From an optimization exercise on the open Yosys and OpenROAD flow, aimed at small area; shortcuts taken in it are not production practice. Function not checked in this run: the RTL went through the layout flow alone.

--- design/flow/config.mk ---
export PLATFORM = sky130hd
export DESIGN_NAME = data_modulus
export DESIGN_NICKNAME = data_modulus
export VERILOG_FILES = /design/flow/design.v
export SDC_FILE = /design/flow/constraint.sdc
export NUM_CORES = 4
export LEC_CHECK = 0
export CAP_MARGIN = 20
export CORE_MARGIN = 2
export CORE_UTILIZATION = 40
export SLEW_MARGIN = 20
--- design/flow/constraint.sdc ---
create_clock -name core_clock -period 10.0 [get_ports {clk_50m}]
set_input_delay 2.0000 -clock core_clock [delete_from_list [all_inputs] [get_ports {clk_50m}]]
set_output_delay 2.0000 -clock core_clock [all_outputs]
set_load 0.01 [all_outputs]
--- design/flow/design.v ---
module sqrt
	#( 	     
			parameter  d_width = 32,
			parameter  q_width = d_width/2,
			parameter  r_width = q_width + 1	)
	(
	input	wire clk,
	input	wire rst_n,
	input	wire i_vaild,
	input	wire [d_width-1:0]	data_i,  
	output	reg	o_vaild,
	output	reg	[q_width-1:0]	data_o,  
	output	reg	[r_width-1:0]	data_r   
    );
	reg 	[d_width-1:0] D     [q_width:1];  
	reg 	[q_width-1:0] Q_z	[q_width:1];  
	reg	 	[q_width-1:0] Q_q	[q_width:1];  
	reg 	valid_flag		    [q_width:1];  
	always@(posedge	clk or negedge	rst_n)
		begin
			if(!rst_n)
				begin
					D[q_width] <= 0;
					Q_z[q_width] <= 0;
					Q_q[q_width] <= 0;
					valid_flag[q_width] <= 0;
				end
			else if(i_vaild)
				begin
					D[q_width] <= data_i;   
					Q_z[q_width] <= {1'b1,{(q_width-1){1'b0}}};  
					Q_q[q_width] <= 0;  
					valid_flag[q_width] <= 1;
				end
			else
				begin
					D[q_width] <= 0;
					Q_z[q_width] <= 0;
					Q_q[q_width] <= 0;
					valid_flag[q_width] <= 0;
				end
		end
		generate
			genvar i;
				for(i=q_width-1;i>=1;i=i-1)
					begin:U
						always@(posedge clk or negedge	rst_n)
							begin
								if(!rst_n)
									begin
										D[i] <= 0;
										Q_z[i] <= 0;
										Q_q[i] <= 0;
										valid_flag[i] <= 0;
									end
								else	if(valid_flag[i+1])
									begin
										if(Q_z[i+1]*Q_z[i+1] > D[i+1])
											begin
												Q_z[i] <= {Q_q[i+1][q_width-1:i],1'b1,{{i-1}{1'b0}}};
												Q_q[i] <= Q_q[i+1];
											end
										else
											begin
												Q_z[i] <= {Q_z[i+1][q_width-1:i],1'b1,{{i-1}{1'b0}}};
												Q_q[i] <= Q_z[i+1];
											end
										D[i] <= D[i+1];
										valid_flag[i] <= 1;
									end
								else
									begin
										valid_flag[i] <= 0;
										D[i] <= 0;
										Q_q[i] <= 0;
										Q_z[i] <= 0;
									end
							end
					end
		endgenerate
		always@(posedge	clk or negedge	rst_n) 
			begin
				if(!rst_n)
					begin
						data_o <= 0;
						data_r <= 0;
						o_vaild <= 0;
					end
				else	if(valid_flag[1])
					begin
						if(Q_z[1]*Q_z[1] > D[1])
							begin
								data_o <= Q_q[1];
								data_r <= D[1] - Q_q[1]*Q_q[1];
								o_vaild <= 1;
							end
						else
							begin
								data_o <= {Q_q[1][q_width-1:1],Q_z[1][0]};
								data_r <= D[1] - {Q_q[1][q_width-1:1],Q_z[1][0]}*{Q_q[1][q_width-1:1],Q_z[1][0]};
								o_vaild <= 1;
							end
					end
				else
					begin
						data_o <= 0;
						data_r <= 0;
						o_vaild <= 0;
					end
			end
endmodule
module data_modulus(
    input             clk_50m,
    input             rst_n,
    input   [15:0]    source_real,
    input   [15:0]    source_imag,
    input             source_sop,
    input             source_eop,
    input             source_valid,
    output  [15:0]    amp,  
    output            data_sop,
    output            data_eop,
    output            data_valid
);
reg  [31:0] amp_reg; 
reg  [15:0] data_real; 
reg  [15:0] data_imag;
always @ (posedge clk_50m or negedge rst_n) begin 
    if(!rst_n) begin 
        amp_reg <= 32'd0; 
        data_real   <= 16'd0; 
        data_imag   <= 16'd0; 
    end 
    else begin 
        if(source_real[15]==1'b0)                
            data_real <= source_real; 
        else 
            data_real <= ~source_real + 1'b1; 
        if(source_imag[15]==1'b0)                
           data_imag <= source_imag; 
        else 
            data_imag <= ~source_imag + 1'b1;             
        amp_reg <= (data_real*data_real) + (data_imag*data_imag); 
    end 
end
reg [18:0] source_valid_d;
reg [18:0] source_eop_d;
reg [18:0] source_sop_d;
assign data_eop = source_eop_d[18];
assign data_sop = source_sop_d[18];
assign data_valid = source_valid_d[18];
always @ (posedge clk_50m or negedge rst_n) begin
    if(!rst_n) begin
        source_eop_d <= 19'd0;
        source_valid_d <= 19'd0;
        source_sop_d <= 19'd0;
    end
    else begin
        source_valid_d <= {source_valid_d[17:0],source_valid};
        source_eop_d <= {source_eop_d[17:0],source_eop};
        source_sop_d <= {source_sop_d[17:0],source_sop};
    end
end
sqrt sqrt_inst 
(
    .clk(clk_50m),
    .rst_n(rst_n),
    .i_vaild(1'b1),
    .data_i(amp_reg),
    .data_o(amp)
 );
endmodule 
--- design/flow/run.sh ---
#!/bin/bash
# synth_recipe.tcl (not shown) runs the flow's synth.tcl, then flattens the netlist and writes it again
# the make line also repeats each setting of config.mk as NAME=value (left out here)
make -C /OpenROAD-flow-scripts/flow DESIGN_CONFIG=/design/flow/config.mk WORK_HOME=/design/flow/orfs CLKGATE_MAP_FILE= SYNTH_SCRIPT=/design/flow/synth_recipe.tcl finish
==> run notes <==
## worst paths after layout
path | start | to | slack (ps) | cells past startpoint
setup / recovery | sqrt_inst.Q_z[1][0]$_DFF_PN0_ | sqrt_inst.data_o[0]$_DFF_PN0_ | 2010 | 28
hold / removal | source_valid_d[13]$_DFF_PN0_ | source_valid_d[14]$_DFF_PN0_ | 340 | 0
setup reg to reg | sqrt_inst.Q_z[1][0]$_DFF_PN0_ | sqrt_inst.data_o[0]$_DFF_PN0_ | 2010 | 28
hold reg to reg | source_valid_d[13]$_DFF_PN0_ | source_valid_d[14]$_DFF_PN0_ | 340 | 0
max in group asynchronous | rst_n | source_eop_d[17]$_DFF_PN0_ | 6580 | 3
min in group asynchronous | rst_n | amp_reg[19]$_DFF_PN0_ | 1270 | 1
## routing by layer
metal | vias to the layer above | track usage [%] | share of wire [%]
met1 | 28334 | 22.84 | 44
met2 | 831 | 31.26 | 51
met3 | 245 | 2.049 | 3.3
met5 | - | 0 | 0
li1 | 26678 | - | -
met4 | 0 | 4.497 | 2.6
## stage by stage
stage | instances | area, sq um | setup WS [ps]
2_1_floorplan | 8656 | 87140 | 2891
4_1_cts | 11541 | 93840 | 1924
5_1_grt | 11542 | 93870 | 1569
3_5_place_dp | 11373 | 90660 | 1942
6_report | 11544 | 93880 | 2012
3_3_place_gp | 11373 | 90660 | 2036
## cells by family after synthesis
group / after synthesis
compound gates: 722
xor+xnor: 323
fa+ha+maj: 2478
buf+inv: 2178
flops: 785
mux: 14
other cells: 2
simple gates: 2154
## cell usage in the layout, fill, tap and decap left out, types with 17 or more instances in the layout
| master | synthesis | final |
|---|---|---|
| sky130_fd_sc_hd__a211oi_1 | 17 | 17 |
| sky130_fd_sc_hd__a21boi_0 | 18 | 18 |
| sky130_fd_sc_hd__a21o_1 | 153 | 153 |
| sky130_fd_sc_hd__a21oi_1 | 212 | 212 |
| sky130_fd_sc_hd__a31oi_1 | 20 | 20 |
| sky130_fd_sc_hd__and2_1 | 990 | 990 |
| sky130_fd_sc_hd__and3_1 | 26 | 26 |
| sky130_fd_sc_hd__buf_4 | 0 | 17 |
| sky130_fd_sc_hd__clkbuf_16 | 0 | 94 |
| sky130_fd_sc_hd__clkdlybuf4s50_1 | 0 | 54 |
| sky130_fd_sc_hd__dfrtp_1 | 785 | 785 |
| sky130_fd_sc_hd__fa_1 | 1184 | 1184 |
| sky130_fd_sc_hd__ha_1 | 1293 | 1293 |
| sky130_fd_sc_hd__inv_1 | 1966 | 1966 |
| sky130_fd_sc_hd__nand2_1 | 495 | 495 |
| sky130_fd_sc_hd__nand2b_1 | 31 | 31 |
| sky130_fd_sc_hd__nand3_1 | 60 | 60 |
| sky130_fd_sc_hd__nand4_1 | 65 | 65 |
| sky130_fd_sc_hd__nor2_1 | 189 | 189 |
| sky130_fd_sc_hd__nor2b_1 | 101 | 101 |
| sky130_fd_sc_hd__nor3_1 | 56 | 56 |
| sky130_fd_sc_hd__nor4_1 | 52 | 52 |
| sky130_fd_sc_hd__o21a_1 | 29 | 29 |
| sky130_fd_sc_hd__o21ai_0 | 133 | 133 |
| sky130_fd_sc_hd__or2_2 | 22 | 22 |
| sky130_fd_sc_hd__xnor2_1 | 253 | 253 |
| sky130_fd_sc_hd__xor2_1 | 70 | 70 |
## cell type report
cell class,count,area (sq um)
Inverter,1966,7380
Fill cell,20695,123100
Antenna cell,2,5.005
Multi-Input combinational cell,5693,59320
Clock inverter,50,664.4
Timing Repair Buffer,76,770.7
Clock buffer,118,2522
Tap cell,2854,3571
Sequential cell,785,19640
## critical path: cells and delay by family, from the launching register on
family | cells | cell delay [ps]
buffers and inverters | 4 | 560
flip-flops | 1 | 820
AND/OR/NAND/NOR | 7 | 1560
XOR/XNOR | 2 | 330
AO/OA/AOI/OAI | 7 | 1280
adder cells (fa/ha/maj) | 8 | 3320
==> results.sh <==
export IMPL_via_count_of_the_first_global_routing_pass=61911
export IMPL_drt_wirelength_per_cell_um=16.27
export IMPL_cts_sinks=785
export IMPL_post_cts_setup_buffer_count=0
export IMPL_final_core_utilization_pct=43.27
export IMPL_grt_setup_unrepaired="false"
export IMPL_drc=0
export IMPL_yosys_area_share_adder_pct=45.78
export IMPL_place_port_buffers=55
export IMPL_gpl_final_weighted_congestion=0.8566
export IMPL_avgViaCountPerCell=4.859
export IMPL_worst_hold_slack_ps=342.0
export IMPL_first_iter_violations=2521
export IMPL_fin_worst_skew_ps=59.58
export IMPL_cp_required_ps=10580
export IMPL_antenna_violations_before_repair=2
export IMPL_synth_ff_latch_count=785
export IMPL_clk_transition_reported_paths_ps=60
export IMPL_finalHoldViolations=0
export IMPL_clock_tree_buffer_depth=3
export IMPL_root_buffer="sky130_fd_sc_hd__clkbuf_16"
export IMPL_die_height_um=470.8
export IMPL_final_period_minus_worst_setup_slack_ps=7988
export IMPL_row_count=171
export IMPL_synth_compound_area_share_pct=5.393
export IMPL_largest_register_ff_count=512
export IMPL_timing_final_crit_share_pct=79.88
export IMPL_synth_largest_area_cell="sky130_fd_sc_hd__fa_1"
export IMPL_synth_cells_most_frequent="1966 x sky130_fd_sc_hd__inv_1, 1293 x sky130_fd_sc_hd__ha_1, 1184 x sky130_fd_sc_hd__fa_1, 990 x sky130_fd_sc_hd__and2_1, 785 x sky130_fd_sc_hd__dfrtp_1"
export IMPL_peak_per_stage_delay_on_the_critical_path_ps=820
export IMPL_dpl_wire_length_mm=155.7
export IMPL_wire_length_of_the_first_global_routing_pass_mm=318.6
export IMPL_start_util_pct=40.17
export IMPL_timing_final_setup_violations=0
export IMPL_cp_arrival_ps=8570
export IMPL_synth_yosys_seq_area_share_pct=22.54
export IMPL_yosysWarningCount=6
export IMPL_routed_wirelength_mm=187.8
export IMPL_syn_nets=11170
export IMPL_dieArea_sq_um=221600
export IMPL_layout_stage_area_growth_over_the_synthesis_result_pct=7.726
export IMPL_drt_antenna_net_count=0
export IMPL_finalNetCount=11128
export IMPL_largest_net_degree_at_the_start_of_global_routing=168
export IMPL_max_slew_margin_rel_pct=34.21
export IMPL_crit_path_top_delay_cell="sky130_fd_sc_hd__dfrtp_1"
export IMPL_hold_path_class="flip-flop to flip-flop"
export IMPL_post_synthesis_share_of_cell_area_spent_on_and_or_nand_and_nor_gates_pct=13.47
export IMPL_worstSetupPathType="flip-flop to flip-flop"
export IMPL_max_cap_violations=0
export IMPL_proportion_of_synthesized_area_in_mux_cells_pct=0.1809
export IMPL_worst_skew_pair_late_latency_ps=730
export IMPL_cts_inserted_buffers=92
export IMPL_combinational_family_with_the_most_area_after_synthesis="adder cells"
export IMPL_worstSetupEndpointType="flip-flop"
export IMPL_coreArea_sq_um=217000
export IMPL_dr_total_vias=56088
export IMPL_max_freq_ghz=0.1252
export IMPL_number_of_standard_cells_after_synthesis=8656
export IMPL_cts_resized_gates=0
export IMPL_cts_hold_buf=0
export IMPL_cts_htree_levels=3
export IMPL_status="finished clean"
export IMPL_grt_remaining_overflow=0
export IMPL_yosysUniqueCellTypes=88
export IMPL_synthTopCellsByArea="sky130_fd_sc_hd__fa_1 27%, sky130_fd_sc_hd__dfrtp_1 23%, sky130_fd_sc_hd__ha_1 19%"
export IMPL_timing_final_max_slew_violations=0
export IMPL_die_x_um=470.8
export IMPL_detail_route_first_pass_iterations=5
export IMPL_finalSetupTns_ps=0
export IMPL_async_reset_ff_share_pct=100.0
export IMPL_postSynthAreaPerCell_sq_um=10.07
export IMPL_cp_max_fo=17
export IMPL_synth_enable_flop_cells=0
export IMPL_tritoncts_clock_tree="yes"
export IMPL_yosys_cell_count_top_type="sky130_fd_sc_hd__inv_1"
export IMPL_floorplan_io_pins=56
export IMPL_worst_setup_path_start_kind="flip-flop"
export IMPL_proportion_of_layout_cells_with_a_drive_suffix_above_1_pct=2.739
export IMPL_synth_main_ff_cell="sky130_fd_sc_hd__dfrtp_1"
export IMPL_grt_total_usage_pct=17.65
export IMPL_netlist_area_sq_um=87140
export IMPL_post_synth_top_area_fraction_pct=27.20
export IMPL_worst_pin_slew_ps=986.9
export IMPL_yosys_area_share_xor_xnor_pct=3.246

re-timing with driven ports:
The flow's constraints put no driver on any port. The routed layout listed below was extracted and timed again, unchanged, in two steps.
Step 1, drivers: a clkbuf_16 drives clk_50m and a buf_2 each remaining input, both assumed.
Step 2 adds t to the input delays and takes it off the output delays; t is the mean of the earliest and latest rising clock arrival at the registers after step 1. Input paths then give back, and output paths get back, about the clock's delay inside the block.
Three values: no drivers, after step 1, after step 2; two values: the first two.
t (ns): 0.797
setup slack, ns: 2.012 / 2.012 / 2.012
worst hold slack (ns): 0.342 / 0.342 / 0.342
latest minus earliest clock arrival (ns): 0.064 / 0.064
cell pins on the clock port's net: 1
After both steps this run still meets setup and hold. For this run, drivers alone change the setup slack by 0.000 ns; drivers and shift together by 0.000 ns.
